This is an optimization exercise on Yosys and OpenROAD, whose aim is small area and a short achievable clock period, not a production implementation. The RTL was checked by simulation tests, not by an equivalence proof against the original design. Power figures rest on the tool's default switching activity, not on a simulated workload.

==> design/flow/design.v <==
module top (
    clk, reset,
    imem_addr, imem_rdata,
    rf_we, rf_waddr, rf_wdata,
    dmem_we, dmem_waddr, dmem_wdata
);
input         clk, reset;
output [31:0] imem_addr;
input  [31:0] imem_rdata;
output        rf_we;
output [4:0]  rf_waddr;
output [31:0] rf_wdata;
output        dmem_we;
output [5:0]  dmem_waddr;
output [31:0] dmem_wdata;
wire [31:0] ins = imem_rdata;
wire [6:0]  op  = ins[6:0];
wire [2:0]  f3  = ins[14:12];
wire [6:0]  f7  = ins[31:25];
wire [4:0]  ra  = ins[19:15];
wire [4:0]  rb  = ins[24:20];
wire [4:0]  rd  = ins[11:7];
genvar g;
reg  [31:0]       pc;
reg  [32*32-1:32] rf_q;           
reg  [31:1]       rf_v;
reg  [64*32-1:0]  dm_q;           
reg  [63:0]       dm_v;
wire f3_alu = (f3 == 3'b000) | (f3 == 3'b110) | (f3 == 3'b111);
wire is_r   = (op == 7'b0110011) & f3_alu &
              ((f7 == 7'b0000000) | ((f7 == 7'b0100000) & (f3 == 3'b000)));
wire is_i   = (op == 7'b0010011) & f3_alu;
wire is_lw  = (op == 7'b0000011) & (f3 == 3'b010);
wire is_sw  = (op == 7'b0100011) & (f3 == 3'b010);
wire is_beq = (op == 7'b1100011) & (f3 == 3'b000);
wire f3_lw  = (f3 == 3'b010);     
wire [31:0] a, b;
wire [31:1] ra_seln, rb_seln;
generate
    for (g = 1; g < 32; g = g + 1) begin : RSEL
        assign ra_seln[g] = ~((ra == g) & rf_v[g]);
        assign rb_seln[g] = ~((rb == g) & rf_v[g]);
    end
endgenerate
wire [31:0] rf_v0 = {rf_v, 1'b0};
rd31 rda (.seln(ra_seln), .zn(rf_v0[ra]), .d(rf_q), .q(a));
rd31 rdb (.seln(rb_seln), .zn(rf_v0[rb]), .d(rf_q), .q(b));
wire [31:0] imm_i = {{20{ins[31]}}, ins[31:20]};
wire        sub   = ins[5] & ins[30];             
wire [31:0] opb   = ins[5] ? b : imm_i;           
wire [31:0] sum;
add32 addr (.a(a), .b(opb ^ {32{sub}}), .cin(sub), .s(sum));
wire [31:0] alu   = f3[2] ? (f3[0] ? (a & opb) : (a | opb)) : sum;
wire [7:0]  imm_m = ins[5] ? {ins[27:25], ins[11:7]} : ins[27:20];    
wire [7:0]  maddr = a[7:0] + imm_m;
wire [5:0]  mw    = maddr[7:2];
wire [63:0] msel;
sad_dec sad (.x(a[7:0]), .y(imm_m), .en(dm_v & {64{f3_lw}}), .sel(msel));
wire [31:0] res;
rd64 rdm (.sel(msel), .d(dm_q), .xn(~(alu & {32{~f3_lw}})), .q(res));
assign rf_we      = (is_r | is_i | is_lw) & (rd != 5'b0);
assign rf_waddr   = rd;
assign rf_wdata   = res;
assign dmem_we    = is_sw;
assign dmem_waddr = mw;
assign dmem_wdata = b;
assign imem_addr  = pc;
wire [31:0] imm_b = {{19{ins[31]}}, ins[31], ins[7], ins[30:25], ins[11:8], 1'b0};
wire        taken = is_beq & (a == b);
wire [31:0] npc   = taken ? pc + imm_b : pc + 32'd4;
always @(posedge clk or posedge reset) begin
    if (reset) pc <= 32'b0;
    else       pc <= npc;
end
wire [31:1] rf_wsel;
wire [63:0] dm_wsel;
generate
    for (g = 1; g < 32; g = g + 1) begin : RFS
        assign rf_wsel[g] = rf_we & (rd == g);
    end
    for (g = 0; g < 64; g = g + 1) begin : DMS
        assign dm_wsel[g] = is_sw & (mw == g);
    end
endgenerate
always @(posedge clk or posedge reset) begin
    if (reset) begin
        rf_v <= 31'b0;
        dm_v <= 64'b0;
    end else begin
        rf_v <= rf_v | rf_wsel;
        dm_v <= dm_v | dm_wsel;
    end
end
wire [32*32-1:32] rf_d;
wire [64*32-1:0]  dm_d;
generate
    for (g = 1; g < 32; g = g + 1) begin : RFH
        hold_word h (.we(rf_wsel[g]), .wen(~rf_wsel[g]), .d(res), .q(rf_q[32*g +: 32]), .x(rf_d[32*g +: 32]));
    end
    for (g = 0; g < 64; g = g + 1) begin : DMH
        hold_word h (.we(dm_wsel[g]), .wen(~dm_wsel[g]), .d(b), .q(dm_q[32*g +: 32]), .x(dm_d[32*g +: 32]));
    end
endgenerate
always @(posedge clk) begin
    rf_q <= rf_d;
    dm_q <= dm_d;
end
endmodule
module hold_word (we, wen, d, q, x);
input         we, wen;
input  [31:0] d, q;
output [31:0] x;
generate
    genvar i;
    for (i = 0; i < 32; i = i + 1) begin : B
        hold_bit hb (.we(we), .wen(wen), .d(d[i]), .q(q[i]), .x(x[i]));
    end
endgenerate
endmodule
module hold_bit (we, wen, d, q, x);
input  we, wen, d, q;
output x;
assign x = (we & d) | (wen & q);
endmodule
module rd31 (seln, zn, d, q);
input  [31:1]       seln;
input               zn;           
input  [32*32-1:32] d;
output [31:0]       q;
genvar i, k;
generate
    for (i = 0; i < 32; i = i + 1) begin : B
        wire [15:0] z;            
        wire [7:0]  w;
        wire [1:0]  v;
        for (k = 0; k < 15; k = k + 1) begin : L1
            c_o22ai u (.a1(seln[2*k+1]), .a2(d[32*(2*k+1) + i]),
                       .b1(seln[2*k+2]), .b2(d[32*(2*k+2) + i]), .y(z[k]));
        end
        c_o21ai u31 (.a1(seln[31]), .a2(d[32*31 + i]), .b1(zn), .y(z[15]));
        for (k = 0; k < 8; k = k + 1) begin : L2
            c_nor2 u (.a(z[2*k]), .b(z[2*k+1]), .y(w[k]));
        end
        c_nand4 u3a (.a(w[0]), .b(w[1]), .c(w[2]), .d(w[3]), .y(v[0]));
        c_nand4 u3b (.a(w[4]), .b(w[5]), .c(w[6]), .d(w[7]), .y(v[1]));
        c_nor2 u4 (.a(v[0]), .b(v[1]), .y(q[i]));
    end
endgenerate
endmodule
module rd64 (sel, d, xn, q);
input  [63:0]       sel;
input  [64*32-1:0]  d;
input  [31:0]       xn;           
output [31:0]       q;
genvar i, k;
generate
    for (i = 0; i < 32; i = i + 1) begin : B
        wire [21:0] l1;
        wire [5:0]  l2;
        wire [1:0]  l3;
        for (k = 0; k < 21; k = k + 1) begin : L1
            c_a222oi u (.a1(sel[3*k]), .a2(d[32*(3*k) + i]),
                        .b1(sel[3*k+1]), .b2(d[32*(3*k+1) + i]),
                        .c1(sel[3*k+2]), .c2(d[32*(3*k+2) + i]), .y(l1[k]));
        end
        c_nand2 u63 (.a(sel[63]), .b(d[32*63 + i]), .y(l1[21]));
        for (k = 0; k < 5; k = k + 1) begin : L2
            c_nand4 u (.a(l1[4*k]), .b(l1[4*k+1]), .c(l1[4*k+2]), .d(l1[4*k+3]), .y(l2[k]));
        end
        c_nand2 u2 (.a(l1[20]), .b(l1[21]), .y(l2[5]));
        c_nor3 u3a (.a(l2[0]), .b(l2[1]), .c(l2[2]), .y(l3[0]));
        c_nor3 u3b (.a(l2[3]), .b(l2[4]), .c(l2[5]), .y(l3[1]));
        c_nand3 u4 (.a(l3[0]), .b(l3[1]), .c(xn[i]), .y(q[i]));
    end
endgenerate
endmodule
module c_o22ai (a1, a2, b1, b2, y);
input  a1, a2, b1, b2;
output y;
assign y = ~((a1 | a2) & (b1 | b2));
endmodule
module c_nor2 (a, b, y);
input  a, b;
output y;
assign y = ~(a | b);
endmodule
module c_o21ai (a1, a2, b1, y);
input  a1, a2, b1;
output y;
assign y = ~((a1 | a2) & b1);
endmodule
module c_nand4 (a, b, c, d, y);
input  a, b, c, d;
output y;
assign y = ~(a & b & c & d);
endmodule
module sad_dec (x, y, en, sel);
input  [7:0]  x, y;
input  [63:0] en;
output [63:0] sel;
wire [7:0] p, gg, t;
genvar g;
generate
    for (g = 0; g < 8; g = g + 1) begin : PGT
        cell_xor2 ux (.a(x[g]), .b(y[g]), .y(p[g]));
        cell_and2 ua (.a(x[g]), .b(y[g]), .y(gg[g]));
        cell_or2  uo (.a(x[g]), .b(y[g]), .y(t[g]));
    end
endgenerate
wire       c2 = gg[1] | (p[1] & gg[0]);
wire [1:0] e2 = {p[2] ^ c2, ~(p[2] ^ c2)};
wire [3:0] e3, e4, e5, e6, e7;
generate
    for (g = 0; g < 4; g = g + 1) begin : E
        assign e3[g] = ~(p[3] ^ g[1] ^ (g[0] ? gg[2] : t[2]));
        assign e4[g] = ~(p[4] ^ g[1] ^ (g[0] ? gg[3] : t[3]));
        assign e5[g] = ~(p[5] ^ g[1] ^ (g[0] ? gg[4] : t[4]));
        assign e6[g] = ~(p[6] ^ g[1] ^ (g[0] ? gg[5] : t[5]));
        assign e7[g] = ~(p[7] ^ g[1] ^ (g[0] ? gg[6] : t[6]));
    end
    for (g = 0; g < 64; g = g + 1) begin : S
        assign sel[g] = (en[g] & e2[g & 1] & e3[(g >> 0) & 3] & e4[(g >> 1) & 3] &
                        e5[(g >> 2) & 3] & e6[(g >> 3) & 3] & e7[(g >> 4) & 3]);
    end
endgenerate
endmodule
module cell_xor2 (a, b, y);
input a, b;
output y;
assign y = a ^ b;
endmodule
module cell_and2 (a, b, y);
input a, b;
output y;
assign y = a & b;
endmodule
module cell_or2 (a, b, y);
input a, b;
output y;
assign y = a | b;
endmodule
module add32 (a, b, cin, s);
input  [31:0] a, b;
input         cin;
output [31:0] s;
wire [31:0] p, g;
wire [31:0] G [0:5];
wire [31:0] P [0:5];
genvar l, i;
generate
    for (i = 0; i < 32; i = i + 1) begin : PG
        cell_xor2 ux (.a(a[i]), .b(b[i]), .y(p[i]));
        cell_and2 ua (.a(a[i]), .b(b[i]), .y(g[i]));
    end
endgenerate
c_ao21 ug0 (.a1(p[0]), .a2(cin), .b1(g[0]), .x(G[0][0]));
assign G[0][31:1] = g[31:1];
assign P[0] = p;
generate
    for (l = 0; l < 5; l = l + 1) begin : LV
        for (i = 0; i < 32; i = i + 1) begin : B
            if (i >= (1 << l)) begin : C
                c_ao21 ug (.a1(P[l][i]), .a2(G[l][i - (1 << l)]), .b1(G[l][i]), .x(G[l+1][i]));
                if (i >= (2 << l) && l < 4) begin : PP
                    cell_and2 up (.a(P[l][i]), .b(P[l][i - (1 << l)]), .y(P[l+1][i]));
                end else begin : NP
                    assign P[l+1][i] = 1'b0;
                end
            end else begin : N
                assign G[l+1][i] = G[l][i];
                assign P[l+1][i] = 1'b0;
            end
        end
    end
    for (i = 0; i < 32; i = i + 1) begin : S
        if (i == 0) begin : S0
            cell_xor2 us (.a(p[0]), .b(cin), .y(s[0]));
        end else begin : SI
            cell_xor2 us (.a(p[i]), .b(G[5][i-1]), .y(s[i]));
        end
    end
endgenerate
endmodule
module c_ao21 (a1, a2, b1, x);
input  a1, a2, b1;
output x;
assign x = (a1 & a2) | b1;
endmodule
module c_a222oi (a1, a2, b1, b2, c1, c2, y);
input  a1, a2, b1, b2, c1, c2;
output y;
assign y = ~((a1 & a2) | (b1 & b2) | (c1 & c2));
endmodule
module c_nand3 (a, b, c, y);
input  a, b, c;
output y;
assign y = ~(a & b & c);
endmodule
module c_nand2 (a, b, y);
input  a, b;
output y;
assign y = ~(a & b);
endmodule
module c_nor3 (a, b, c, y);
input  a, b, c;
output y;
assign y = ~(a | b | c);
endmodule
==> design/flow/run.sh <==
#!/bin/bash
# synth_recipe.tcl (not shown) runs the flow's synth.tcl, then flattens the netlist and writes it again
# the make line also repeats each setting of config.mk as NAME=value (left out here)
make -C /OpenROAD-flow-scripts/flow DESIGN_CONFIG=/design/flow/config.mk WORK_HOME=/design/flow/orfs CLKGATE_MAP_FILE= SYNTH_SCRIPT=/design/flow/synth_recipe.tcl finish
==> design/flow/config.mk <==
export PLATFORM = sky130hd
export DESIGN_NAME = top
export DESIGN_NICKNAME = top
export VERILOG_FILES = /design/flow/design.v
export SDC_FILE = /design/flow/constraint.sdc
export NUM_CORES = 4
export LEC_CHECK = 0
export CAP_MARGIN = 20
export CORE_MARGIN = 2
export CORE_UTILIZATION = 55
export CTS_CLUSTER_DIAMETER = 80
export CTS_CLUSTER_SIZE = 25
export PLACE_DENSITY = 0.65
export SETUP_SLACK_MARGIN = 3
export SLEW_MARGIN = 20
export SYNTH_HIERARCHICAL = 1
==> design/flow/constraint.sdc <==
create_clock -name core_clock -period 13.0 [get_ports {clk}]
set_input_delay 2.6000 -clock core_clock [delete_from_list [all_inputs] [get_ports {clk}]]
set_output_delay 2.6000 -clock core_clock [all_outputs]
set_load 0.01 [all_outputs]
==> results.toml, run 1 <==
[timing]
relSlewSlack_pct = 15.4
rsz0062_at_grt = "yes"
setup_violations = 0
tightest_slew_ps = 1270
skew_ps = 43.8
timing_hold_violations_final = 0
fin_crit_ps = 11520
maxSlewViolCount = 0
fin_tns_setup_ps = 0
period_share_pct = 88.6
max_freq_mhz = 86.8

[drt]
routed_via_density = 7.82
vias = 116000
drt_iter0_drc = 21600
drcViolationCount = 0
wl_per_cell_um = 37.7
ant_nets = 0
wirelength_um = 557000
firstDrtPassIters = 12

[power]
max-vdd-ir-drop_v = 0.000137
powerDensity_mw_per_mm2 = 116
power_leakage_uw = 0.0562

[yosys]
yosysTopAreaCellShare_pct = 50.7
synth_edf_count = 0
avgSynthCellArea_sq_um = 11.2
yosysUniqueCellTypes = 75
synth_compound_area_share_pct = 34.9
syn_inst = 10700
synth.area.top_cells = "dfxtp_1 (51%), a22o_1 (22%), a222oi_1 (5.6%)"
synthAdderAreaFrac_pct = 0.669
synth_top_family_by_area = "compound AO/OA/AOI/OAI gates"
synthTopCellsByCount = "a22o_1 (3,040), dfxtp_1 (3,040), o22ai_1 (961)"
synth-main-ff-cell = "dfxtp_1"
synth_nets = 10800
synthArstFlopShare_pct = 3.98
synth.largest_area_cell = "dfxtp_1"
yosys.area_share.simple_pct = 8.36
syn_area_sq_mm = 0.120
synthMuxAreaShare_pct = 0.486
ys_warn_count = 8
ys_seq_area_share_pct = 53.3
yosys.area_share.xor_xnor_pct = 1.59
synth-seq-cells = 3166

[worst_setup_path]
critPathLaunchType = "input port"
path_cells = "clkbuf_4 -> and3b_2 -> nand3_1 -> buf_12 -> o22ai_1 -> nor2_2 -> nand4_1 -> buf_4 -> nor2_4 -> xor2_4 -> buf_6 -> xor2_4 -> nand3_2 -> buf_6 -> nor3_4 -> buf_6 -> buf_8 -> buf_4 -> a222oi_1 -> nand4_1 -> nor3_4 -> buf_6 -> nand3_4 -> buf_6"
cpPeakStageDelay_ps = 780
cpMostUsedCell = "buf_6"
endpoint_kind = "output port"
r2r_slack_ps = 5420
crit_required_ps = 10400
crit_family = "simple AND/OR/NAND/NOR gates"
cp.arrival_ps = 8920
crit_type = "input port to output port"
critPathSlowestCell = "nand4_1"
critPathBufInv = 10
cp_max_fo = 32

[clock_network]
cts-hold-fix-buffers = 0
clk_pin_slew_worst_paths_ps = 80
cts_root_buf = "clkbuf_16"
numCtsBuffers = 154
htree_num_levels = 4
clk_latency_ps = 880
cts_tree = "yes"
numClockSinks = 3166
clockBufferDepth = 3

[global_route]
overflow = 0
grt_pass1_vias = 105000
gr-usage-all-layers_pct = 47.3
grt_start_max_net_pins = 70
antenna_found_initial = 18
grt_pass1_wl_um = 780000

[final_layout]
syn_to_final_growth_pct = 17.4
drive_gt1_share_pct = 13.2
layout.cells.non_filler = 14800
fin_util_pct = 64.9
finalNetCount = 11900

[floorplanning]
rows = 171
die_w_um = 471
ios = 143
core_sq_mm = 0.217
dieArea_sq_mm = 0.222
start_util_pct = 55.3
fp.dieH_um = 471

[placement]
port_buffers = 141
dp_cells = 14300
post-dp-hpwl_um = 356000
gp_congestion = 1.03

[hold_path]
holdCritPathClass = "register to register"

[run_status]
outcome = "finished clean"

[run]
maxCapViolCount = 0
==> metal layers <==
metal | global-route usage [%] | part of all wire, %
met4 | 27.4 | 7.3
met3 | 19.1 | 16
met2 | 64.9 | 40
met5 | 1.49 | 0.10
met1 | 62.1 | 36
==> what timing repair did <==
| item | CTS | global route |
|---|---|---|
| setup endpoints to repair | 61 | 33 |
| pin swaps | 152 | 169 |
| resized for setup | 336 | 167 |
| buffers inserted | 116 | 107 |
| gates cloned | 11 | 15 |
| hold endpoints to repair | 0 | 0 |
==> per-stage QoR <==
step	instance area [sq um]	total power, uW	worst slack (ps)	hold slack [ps]
after floorplan	122000	10400	3000	424
after global placement	132000	10700	-241	438
after detailed placement	132000	10700	-117	441
after CTS	139000	16200	1930	464
after global routing	141000	16700	1760	476
final	141000	16300	1480	461
==> power breakdown <==
part           switching, uW  internal [uW]  total [uW]
clock network           3310           2370        5680
logic                    620            295         915
registers               29.7           9720        9750
==> area by class of cell <==
type,instances,area (sq um)
clock inverters,34,489
repair buffers,1044,10100
well taps,2854,3570
flip-flops and latches,3166,64000
inverters,115,437
multi-input cells,7379,58300
fillers,17000,76100
clock buffers,176,4060
diodes,9,22.5
==> modules after synthesis (local to each module, per instance), a selection <==
module | copies in the design | cell area, sq um | flip-flops and latches
top | 1 | 72100 | 3166
sad_dec | 1 | 931 | 0
c_a222oi | 672 | 10.0 | 0
c_nor3 | 64 | 10.0 | 0
cell_xor2 | 71 | 8.76 | 0
hold_bit | 3040 | 8.76 | 0
c_ao21 | 125 | 7.51 | 0
c_nand4 | 288 | 6.26 | 0
c_o22ai | 960 | 6.26 | 0
cell_and2 | 132 | 6.26 | 0
cell_or2 | 5 | 6.26 | 0
c_nand3 | 32 | 5.00 | 0
c_o21ai | 64 | 5.00 | 0
c_nand2 | 64 | 3.75 | 0
c_nor2 | 576 | 3.75 | 0
==> layout by cell type, fill, tap and decap left out, types with 14 or more instances in the layout <==
cell type and n:
o21ai_0 28, nand3_2 36, dfrtp_1 126, nor2_4 48, clkdlybuf4s50_1 100, a22o_1 3040
and2_1 206, o21ai_1 62, buf_12 91, nand2_1 260, or2_1 18, nand2b_1 83
mux4_2 18, nand4_1 316, clkbuf_16 171, xnor2_1 77, buf_6 108, a21oi_1 112
xor2_1 101, maj3_1 32, xor2_4 14, o22ai_1 961, ha_1 37, nor2_1 642
and3_1 14, inv_1 98, nand3_1 67, clkbuf_1 14, nor3_4 67, nor3_2 29
a222oi_1 672, nand3_4 54, dfxtp_1 3040, nor2_2 34, nor4b_4 32, a21o_1 153
buf_4 702
==> state kept, by name, summed over array words and instances (netlist names) <==
name  flops
dm_q   2048
rf_q    992
dm_v     64
pc       31
rf_v     31
==> worst paths after layout <==
path / from / end / cells after the start
min in group asynchronous: reset / pc[29]$_DFF_PP0_ / 2
max in group asynchronous: reset / dm_v[22]$_DFF_PP0_ / 3
max: imem_rdata[19] / rf_wdata[29] / 24
min reg2reg: dm_v[50]$_DFF_PP0_ / dm_v[50]$_DFF_PP0_ / 1
max reg2reg: rf_v[23]$_DFF_PP0_ / rf_q[285]$_DFF_P_ / 25
min: dm_v[50]$_DFF_PP0_ / dm_v[50]$_DFF_PP0_ / 1
==> cells by family after synthesis <==
group / Yosys count
xor+xnor: 216
buf+inv: 205
fa+ha+maj: 70
compound gates: 5077
other cells: 1
simple gates: 1978
flops: 3166
mux: 34
==> inputs of run 2 (changes only) <==
--- a/design/flow/design.v
+++ b/design/flow/design.v
@@ -36,14 +36,16 @@
 wire f3_lw  = (f3 == 3'b010);     
 wire [31:0] a, b;
-wire [31:1] ra_seln, rb_seln;
+wire [31:1] ra_sel, rb_sel;
 generate
     for (g = 1; g < 32; g = g + 1) begin : RSEL
-        assign ra_seln[g] = ~((ra == g) & rf_v[g]);
-        assign rb_seln[g] = ~((rb == g) & rf_v[g]);
+        assign ra_sel[g] = (ra == g) & rf_v[g];
+        assign rb_sel[g] = (rb == g) & rf_v[g];
     end
 endgenerate
-wire [31:0] rf_v0 = {rf_v, 1'b0};
-rd31 rda (.seln(ra_seln), .zn(rf_v0[ra]), .d(rf_q), .q(a));
-rd31 rdb (.seln(rb_seln), .zn(rf_v0[rb]), .d(rf_q), .q(b));
+wire [31:0] an, bn;
+rd31 rda (.sel(ra_sel), .d(rf_q), .qn(an));
+rd31 rdb (.sel(rb_sel), .d(rf_q), .qn(bn));
+assign a = ~an;
+assign b = ~bn;
 wire [31:0] imm_i = {{20{ins[31]}}, ins[31:20]};
 wire        sub   = ins[5] & ins[30];             
@@ -123,26 +125,23 @@
 assign x = (we & d) | (wen & q);
 endmodule
-module rd31 (seln, zn, d, q);
-input  [31:1]       seln;
-input               zn;           
+module rd31 (sel, d, qn);
+input  [31:1]       sel;
 input  [32*32-1:32] d;
-output [31:0]       q;
+output [31:0]       qn;           
 genvar i, k;
 generate
     for (i = 0; i < 32; i = i + 1) begin : B
-        wire [15:0] z;            
-        wire [7:0]  w;
-        wire [1:0]  v;
-        for (k = 0; k < 15; k = k + 1) begin : L1
-            c_o22ai u (.a1(seln[2*k+1]), .a2(d[32*(2*k+1) + i]),
-                       .b1(seln[2*k+2]), .b2(d[32*(2*k+2) + i]), .y(z[k]));
-        end
-        c_o21ai u31 (.a1(seln[31]), .a2(d[32*31 + i]), .b1(zn), .y(z[15]));
-        for (k = 0; k < 8; k = k + 1) begin : L2
-            c_nor2 u (.a(z[2*k]), .b(z[2*k+1]), .y(w[k]));
+        wire [10:0] l1;
+        wire [2:0]  l2;
+        for (k = 0; k < 10; k = k + 1) begin : L1
+            c_a222oi u (.a1(sel[3*k+1]), .a2(d[32*(3*k+1) + i]),
+                        .b1(sel[3*k+2]), .b2(d[32*(3*k+2) + i]),
+                        .c1(sel[3*k+3]), .c2(d[32*(3*k+3) + i]), .y(l1[k]));
         end
-        c_nand4 u3a (.a(w[0]), .b(w[1]), .c(w[2]), .d(w[3]), .y(v[0]));
-        c_nand4 u3b (.a(w[4]), .b(w[5]), .c(w[6]), .d(w[7]), .y(v[1]));
-        c_nor2 u4 (.a(v[0]), .b(v[1]), .y(q[i]));
+        c_nand2 u31 (.a(sel[31]), .b(d[32*31 + i]), .y(l1[10]));
+        c_nand4 u2a (.a(l1[0]), .b(l1[1]), .c(l1[2]), .d(l1[3]), .y(l2[0]));
+        c_nand4 u2b (.a(l1[4]), .b(l1[5]), .c(l1[6]), .d(l1[7]), .y(l2[1]));
+        c_nand3 u2c (.a(l1[8]), .b(l1[9]), .c(l1[10]), .y(l2[2]));
+        c_nor3 u3 (.a(l2[0]), .b(l2[1]), .c(l2[2]), .y(qn[i]));
     end
 endgenerate
@@ -175,23 +174,28 @@
 endgenerate
 endmodule
-module c_o22ai (a1, a2, b1, b2, y);
-input  a1, a2, b1, b2;
+module c_a222oi (a1, a2, b1, b2, c1, c2, y);
+input  a1, a2, b1, b2, c1, c2;
 output y;
-assign y = ~((a1 | a2) & (b1 | b2));
+assign y = ~((a1 & a2) | (b1 & b2) | (c1 & c2));
 endmodule
-module c_nor2 (a, b, y);
-input  a, b;
+module c_nand4 (a, b, c, d, y);
+input  a, b, c, d;
 output y;
-assign y = ~(a | b);
+assign y = ~(a & b & c & d);
 endmodule
-module c_o21ai (a1, a2, b1, y);
-input  a1, a2, b1;
+module c_nand3 (a, b, c, y);
+input  a, b, c;
 output y;
-assign y = ~((a1 | a2) & b1);
+assign y = ~(a & b & c);
 endmodule
-module c_nand4 (a, b, c, d, y);
-input  a, b, c, d;
+module c_nand2 (a, b, y);
+input  a, b;
 output y;
-assign y = ~(a & b & c & d);
+assign y = ~(a & b);
+endmodule
+module c_nor3 (a, b, c, y);
+input  a, b, c;
+output y;
+assign y = ~(a | b | c);
 endmodule
 module sad_dec (x, y, en, sel);
@@ -220,6 +224,6 @@
     end
     for (g = 0; g < 64; g = g + 1) begin : S
-        assign sel[g] = (en[g] & e2[g & 1] & e3[(g >> 0) & 3] & e4[(g >> 1) & 3] &
-                        e5[(g >> 2) & 3] & e6[(g >> 3) & 3] & e7[(g >> 4) & 3]);
+        assign sel[g] = en[g] & e2[g & 1] & e3[(g >> 0) & 3] & e4[(g >> 1) & 3] &
+                        e5[(g >> 2) & 3] & e6[(g >> 3) & 3] & e7[(g >> 4) & 3];
     end
 endgenerate
@@ -287,22 +291,2 @@
 assign x = (a1 & a2) | b1;
 endmodule
-module c_a222oi (a1, a2, b1, b2, c1, c2, y);
-input  a1, a2, b1, b2, c1, c2;
-output y;
-assign y = ~((a1 & a2) | (b1 & b2) | (c1 & c2));
-endmodule
-module c_nand3 (a, b, c, y);
-input  a, b, c;
-output y;
-assign y = ~(a & b & c);
-endmodule
-module c_nand2 (a, b, y);
-input  a, b;
-output y;
-assign y = ~(a & b);
-endmodule
-module c_nor3 (a, b, c, y);
-input  a, b, c;
-output y;
-assign y = ~(a | b | c);
-endmodule
--- a/design/flow/config.mk
+++ b/design/flow/config.mk
@@ -8,8 +8,8 @@
 export CAP_MARGIN = 20
 export CORE_MARGIN = 2
-export CORE_UTILIZATION = 55
+export CORE_UTILIZATION = 57
 export CTS_CLUSTER_DIAMETER = 80
 export CTS_CLUSTER_SIZE = 25
-export PLACE_DENSITY = 0.65
+export PLACE_DENSITY = 0.67
 export SETUP_SLACK_MARGIN = 3
 export SLEW_MARGIN = 20
==> results.toml, run 2 <==
[timing]
setup_violations = 0
period_share_pct = 85.2
maxSlewViolCount = 0
relSlewSlack_pct = 22.9
fin_crit_ps = 11080
timing_hold_violations_final = 0
fin_tns_setup_ps = 0
rsz0062_at_grt = "yes"
tightest_slew_ps = 1160
max_freq_mhz = 90.3
skew_ps = 61.6

[clock_network]
clk_pin_slew_worst_paths_ps = 90
clockBufferDepth = 3
cts_root_buf = "clkbuf_16"
cts_tree = "yes"
numCtsBuffers = 154
clk_latency_ps = 870
numClockSinks = 3166
cts-hold-fix-buffers = 0
htree_num_levels = 4

[worst_setup_path]
cpPeakStageDelay_ps = 670
critPathSlowestCell = "a222oi_1"
path_cells = "buf_12 -> and3_4 -> and3_4 -> buf_6 -> a222oi_1 -> nand4_1 -> nor3_4 -> inv_2 -> and2_4 -> a21oi_4 -> buf_12 -> xor2_4 -> buf_12 -> buf_12 -> buf_6 -> buf_4 -> nor3_4 -> buf_4 -> a222oi_1 -> nand4_1 -> nor3_4 -> nand3_4 -> buf_6 -> buf_6"
crit_type = "input port to output port"
endpoint_kind = "output port"
cp.arrival_ps = 8480
crit_required_ps = 10400
cp_max_fo = 8
r2r_slack_ps = 6300
critPathLaunchType = "input port"

[global_route]
grt_pass1_wl_um = 760000
antenna_found_initial = 16
overflow = 0
gr-usage-all-layers_pct = 47.8
grt_pass1_vias = 107000
grt_start_max_net_pins = 70

[yosys]
synth_edf_count = 0
syn_area_sq_mm = 0.120
synth-seq-cells = 3166
synth.area.top_cells = "dfxtp_1 (51%), a22o_1 (22%), a222oi_1 (11%)"
synth-main-ff-cell = "dfxtp_1"
synthTopCellsByCount = "a22o_1 (3,040), dfxtp_1 (3,040), a222oi_1 (1,312)"
ys_warn_count = 8
avgSynthCellArea_sq_um = 11.9
syn_inst = 10000
synth.largest_area_cell = "dfxtp_1"
synth_nets = 10100
synthArstFlopShare_pct = 3.98
yosysTopAreaCellShare_pct = 50.9
ys_seq_area_share_pct = 53.5
yosysUniqueCellTypes = 79

[placement]
port_buffers = 141
dp_cells = 13600
post-dp-hpwl_um = 339000
gp_congestion = 1.02

[power]
powerDensity_mw_per_mm2 = 114
power_leakage_uw = 0.0567
max-vdd-ir-drop_v = 0.000155
power_uw = 16200

[drt]
wl_per_cell_um = 37.9
wirelength_um = 539000
drcViolationCount = 0
ant_nets = 0
routed_via_density = 8.07
firstDrtPassIters = 22
drt_iter0_drc = 25100
vias = 115000

[final_layout]
regArea_sq_mm = 0.0640
finalNetCount = 11400
drive_gt1_share_pct = 17.1
largest_reg_flops = 2048
final_cell_mix = "a22o_1 (3,040), dfxtp_1 (3,040), a222oi_1 (1,312)"
top_register = "dm_q"
syn_to_final_growth_pct = 19.3
multi_input_area_sq_mm = 0.0579
layout.cells.non_filler = 14200
reg_top3 = "dm_q: 2048 flops, rf_q: 992 flops, dm_v: 64 flops"
fill_cells = 15500

[floorplanning]
dieArea_sq_mm = 0.213
ios = 143
core_sq_mm = 0.209
fp.dieH_um = 462
rows = 168
die_w_um = 462
start_util_pct = 57.2

[run_status]
outcome = "finished clean"

[run]
maxCapViolCount = 0

[hold_path]
holdCritPathClass = "register to register"
## run 2: stage by stage
stage	cell area [sq um]	utilization (%)	setup slack, ps	hold slack [ps]
6_report	143000	68.2	1920	458
5_1_grt	143000	68.2	2170	471
4_1_cts	141000	67.3	2460	456
3_5_place_dp	131000	62.8	-104	438
3_3_place_gp	131000	62.8	-25.9	431
2_1_floorplan	120000	-	3010	420
## run 2: cell families (layout without fill, tap and decap cells)
| family | after synthesis | after routing | synth area share, % |
|---|---|---|---|
| compound gates | 4717 | 4717 | 35.4 |
| xor+xnor | 213 | 213 | 1.57 |
| fa+ha+maj | 70 | 70 | 0.672 |
| buf+inv | 242 | 1613 | 0.814 |
| flops | 3166 | 3166 | 53.5 |
| mux | 22 | 22 | 0.211 |
| other cells | 1 | 10 | 0.00314 |
| simple gates | 1618 | 1624 | 7.81 |
## run 2: final timing paths
path | startpoint | end | depth (start not counted)
setup / recovery | imem_rdata[16] | rf_wdata[18] | 24
max in group asynchronous | reset | dm_v[26]$_DFF_PP0_ | 3
min in group asynchronous | reset | dm_v[2]$_DFF_PP0_ | 2
hold reg to reg | dm_v[17]$_DFF_PP0_ | dm_v[17]$_DFF_PP0_ | 1
setup reg to reg | rf_v[21]$_DFF_PP0_ | dm_q[430]$_DFF_P_ | 20
hold / removal | dm_v[17]$_DFF_PP0_ | dm_v[17]$_DFF_PP0_ | 1
## run 2: final cells by class
class                   instances  area share, %
repair buffers               1250           8.38
flip-flops and latches       3166           44.9
clock inverters                41          0.366
inverters                     149          0.433
well taps                    2805           2.46
clock buffers                 173           2.84
multi-input cells            6647           40.6
diodes                          9         0.0158
## run 2: worst max-delay path: cells and delay by family
family	cells	cell delay (ps)
buffers and inverters	11	1490
AO/OA/AOI/OAI	3	1170
XOR/XNOR	1	160
AND/OR/NAND/NOR	9	3010
## run 2: where the power goes
group          leakage (uW)  total [uW]  switching [uW]  internal, uW
Combinational        0.0283         858             543           315
Sequential           0.0262        9750            30.7          9720
Clock               0.00224        5630            3310          2320
Total                0.0567       16200            3890         12300
## run 2: layer usage
metal | track usage, % | share of wire [%] | up-vias
met5 | 0.0452 | 0.017 | -
met4 | 27.6 | 7.2 | 12
met3 | 19.8 | 17 | 1957
met2 | 65.1 | 39 | 10300
met1 | 63.2 | 36 | 56500
li1 | - | - | 46100
## run 2: Yosys stat by module (local to each module, per instance), a selection
module     cells  times used
cell_xor2      1          71
c_nand3        1          96
c_a222oi       1        1312
top         4575           1
cell_or2       1           5
cell_and2      1         132
c_ao21         1         125
c_nor3         1         128
sad_dec      149           1
c_nand4        1         288
c_nand2        1         128
hold_bit       1        3040
## run 2: repair_timing
item                                   4_1_cts  5_1_grt
cloned                                      14       10
pin swaps                                  349      220
endpoints found under the hold margin        0        0
setup endpoints to repair                   44       34
setup buffers                              264      113
gates resized for setup                    611      229

## separate check: timing with driven ports
No port has a modelled driver above. Below, the same layouts with a new extraction and two added sets of constraints.
Step 1, drivers: a clkbuf_16 drives clk and a buf_2 each remaining input, both assumed.
Step 2 moves the port delays by t, midway between the first and last clock arrival at a register: inputs arrive t later, outputs are due t later. That takes back most of the time a late clock gives input paths.
a / b / c = no drivers / after step 1 / after step 2; a / b = the first two.
| run | t (ns) | setup WS [ns] | worst slew at a driven data input, ns |
|---|---|---|---|
| run 1 | 0.961 | 1.476 / 1.368 / 1.368 | 0.17 |
| run 2 | 0.943 | 1.922 / 1.830 / 1.830 | 0.16 |
After both steps every run listed still meets setup and hold. The setup slack of run 1, which loses most, moves by -0.108 ns with the drivers and by -0.108 ns with both steps.
